What follows belongs to an exercise in optimizing a design on an open flow for small area; a production flow would make more cautious choices.
The RTL was checked by simulation tests, not by an equivalence proof against the original design.
Power is estimated from default activity; no workload was simulated.

// completekeccak
module completekeccak(a, b, clk, rst);
  input [63:0] a;
  output [63:0] b;
  input clk;
  input rst;
  function integer rhoff(input integer i);
    case (i)
      0: rhoff = 0;   1: rhoff = 1;   2: rhoff = 62;  3: rhoff = 28;  4: rhoff = 27;
      5: rhoff = 36;  6: rhoff = 44;  7: rhoff = 6;   8: rhoff = 55;  9: rhoff = 20;
      10: rhoff = 3;  11: rhoff = 10; 12: rhoff = 43; 13: rhoff = 25; 14: rhoff = 39;
      15: rhoff = 41; 16: rhoff = 45; 17: rhoff = 15; 18: rhoff = 21; 19: rhoff = 8;
      20: rhoff = 18; 21: rhoff = 2;  22: rhoff = 61; 23: rhoff = 56; default: rhoff = 14;
    endcase
  endfunction
  function integer pol(input integer p);
    pol = (p % 2 == 0) ? 1 : 0;
  endfunction
  function integer kap(input integer x);
    kap = pol(x) ^ pol(x+5) ^ pol(x+10) ^ pol(x+15) ^ pol(x+20);
  endfunction
  function integer bet(input integer x);
    bet = x % 2;
  endfunction
  function integer pidx(input integer l);
    pidx = (l / 5) + 5 * ((2 * (l % 5) + 3 * (l / 5)) % 5);
  endfunction
  reg [6:0] cnt;
  always @(posedge clk)
  ...
Size in the first run: about 10000 cells after synthesis, roughly 130 I/O pins, ~94000 um^2 of cells after synthesis.
clock: 10.0 ns
lec_check: 0
cap_margin: 30
core_margin: 2
core_utilization: 50
cts_buf_list: sky130_fd_sc_hd__clkbuf_16
cts_cluster_diameter: 100
cts_cluster_size: 20
place_density: 0.6
slew_margin: 30
synth_hierarchical: 1
synth_minimum_keep_size: 0
run.sh (not shown) runs the stock make flow with config.mk's settings and CLKGATE_MAP_FILE= SYNTH_SCRIPT=/design/flow/synth_recipe.tcl, a recipe that flattens the netlist after the stock synthesis.
Change:
- CORE_UTILIZATION: 50 -> 40
- PLACE_DENSITY: 0.6 -> 0.5
Combinational power came out higher by a few percent. Count of clock-buffer cells in the layout came out higher by 10. Worst hold slack gets worse by 0.010 ns. Setup slack gets better by 0.028 ns. Fmax came out higher slightly. Final cell count came out higher by a few percent. Global-route usage came out lower by 7.4 points. Synthesized cell count stays the same. Register-to-register slack gets better by 0.09 ns. Routed wire length came out higher by a little under a tenth. Die area came out higher by a quarter to a third.
Change:
==> flow/flow/run.sh (new file) <==
#!/bin/bash
set -euo pipefail
bash standard.sh 'BUFFER_PORTS_ARGS=-buffer_cell sky130_fd_sc_hd__buf_1' finish > flow_make.log 2>&1
==> flow/standard.sh (new file) <==
#!/bin/bash
# synth_recipe.tcl (not shown) runs the flow's synth.tcl, then flattens the netlist and writes it again
# the make line also repeats each setting of config.mk as NAME=value (left out here)
make -C /OpenROAD-flow-scripts/flow DESIGN_CONFIG=/design/flow/config.mk WORK_HOME=/design/flow/orfs CLKGATE_MAP_FILE= SYNTH_SCRIPT=/design/flow/synth_recipe.tcl "${@:-finish}"
- CORE_UTILIZATION: 40 -> 50
- PLACE_DENSITY: 0.5 -> 0.6
removed: flow/run.sh
Outcome:
- global-route usage goes up by 7.3 points
- setup slack gets better by 0.049 ns
- first-iteration DRC count goes up by 7.5%
- fmax goes up by 1.1%
- clock power goes down by 13%
- core utilization goes up by 9.7 points
- via count goes up by 0.77%
- combinational power goes down by about 3%
- non-clock buffer count goes down by 39
- routed wire length goes down by 7.5%
Change:
- CAP_MARGIN: 30 -> 28
- CORE_UTILIZATION: 50 -> 68
- PLACE_DENSITY: 0.6 -> 0.78
- SLEW_MARGIN: 30 -> 28
This time the run died in global routing (5_1_grt) with GRT-0116.
Synthesized area is unchanged.
Synthesized cell count stays the same.
Change:
- CAP_MARGIN: 28 -> 30
- CORE_UTILIZATION: 68 -> 57
- PLACE_DENSITY: 0.78 -> 0.67
- SLEW_MARGIN: 28 -> 30
After rerunning:
- The new run passed the timing, design-rule and antenna checks
- synthesized cell count is unchanged
- synthesized area stays the same

* * *

== lane 1 ==
completekeccak, a different RTL version from the one above (not shown whole).
Size in the first run: ~9900 cells after synthesis, about 1600 flip-flops, ~130 I/O pins, roughly 93000 um^2 of cells after synthesis.
export LEC_CHECK = 0
export CAP_MARGIN = 30
export CORE_MARGIN = 2
export CORE_UTILIZATION = 50
export CTS_BUF_LIST = sky130_fd_sc_hd__clkbuf_16
export CTS_CLUSTER_DIAMETER = 100
export CTS_CLUSTER_SIZE = 20
export PLACE_DENSITY = 0.6
export SLEW_MARGIN = 30
export SYNTH_HIERARCHICAL = 1
export SYNTH_MINIMUM_KEEP_SIZE = 0
create_clock -name core_clock -period 10.0 [get_ports {clk}]
standard.sh (not shown) runs the stock make flow with config.mk's settings and CLKGATE_MAP_FILE= SYNTH_SCRIPT=/design/flow/synth_recipe.tcl, a recipe that flattens the netlist after the stock synthesis.
==> flow/flow/run.sh <==
#!/bin/bash
set -euo pipefail
bash standard.sh 'BUFFER_PORTS_ARGS=-buffer_cell sky130_fd_sc_hd__buf_1' finish > flow_make.log 2>&1
Lane 1 finished every step from synthesis to the final layout, and the layout passed the timing, design-rule and antenna checks.
What lane 2 does differently from lane 1 at the input level:
# lane 1
export LEC_CHECK = 0
export CAP_MARGIN = 30
export CORE_MARGIN = 2
export CORE_UTILIZATION = 50
export CTS_BUF_LIST = sky130_fd_sc_hd__clkbuf_16
export CTS_CLUSTER_DIAMETER = 100
export CTS_CLUSTER_SIZE = 20
export PLACE_DENSITY = 0.6
export SLEW_MARGIN = 30
export SYNTH_HIERARCHICAL = 1
export SYNTH_MINIMUM_KEEP_SIZE = 0
create_clock -name core_clock -period 10.0 [get_ports {clk}]
# lane 2
export LEC_CHECK = 0
export CAP_MARGIN = 30
export CORE_MARGIN = 2
export CORE_UTILIZATION = 54
export CTS_BUF_LIST = sky130_fd_sc_hd__clkbuf_16
export CTS_CLUSTER_DIAMETER = 100
export CTS_CLUSTER_SIZE = 20
export PLACE_DENSITY = 0.64
export SLEW_MARGIN = 30
export SYNTH_HIERARCHICAL = 1
export SYNTH_MINIMUM_KEEP_SIZE = 0
create_clock -name core_clock -period 10.0 [get_ports {clk}]
==> comparison <==
Lane 2 reached the final stage; the timing, design-rule and antenna checks on its layout passed.
Clock tree buffer count of the final layout (higher): lane 2
For lane 1, the launching instance or port of the critical path was s[1224]$_DFF_P_, unlike lane 2, where it was cnt[1]$_SDFFE_PP0N_.
Of the two candidates, lane 1 has the better hold slack and lane 2 the worse one.
Looking at part of the total power dissipated in combinational logic, lane 2 sits below lane 1.

## separate check: timing with driven ports
Ports are ideal in the flow. The routed layouts listed here were re-timed in OpenROAD. Step 1 sets driving cells, clkbuf_16 on the clock port and buf_2 on the other inputs (assumed; they add their load-dependent delay and slew). Step 2, shift: input delay + t, output delay - t, t = (earliest + latest rising clock arrival at the registers) / 2. This alone moves slack from input paths to output paths. a / b / c = ideal / step 1 / step 2; a / b = the first two.
run | t, ns | slack for setup (ns) | cell pins on the clock port's net
the first run of note 1 | 0.926 | 5.531 / 5.531 / 5.531 | 1
the second run of note 1 | 0.926 | 5.558 / 5.459 / 5.623 | 1
the third run of note 1 | 0.913 | 5.607 / 5.607 / 5.607 | 1
the fifth run of note 1 | 0.892 | 5.529 / 5.529 / 5.529 | 1
lane 1 | 0.917 | 5.632 / 5.632 / 5.632 | 1
lane 2 | 0.903 | 5.417 / 5.417 / 5.417 | 1
After both steps setup and hold are still met in every run listed.
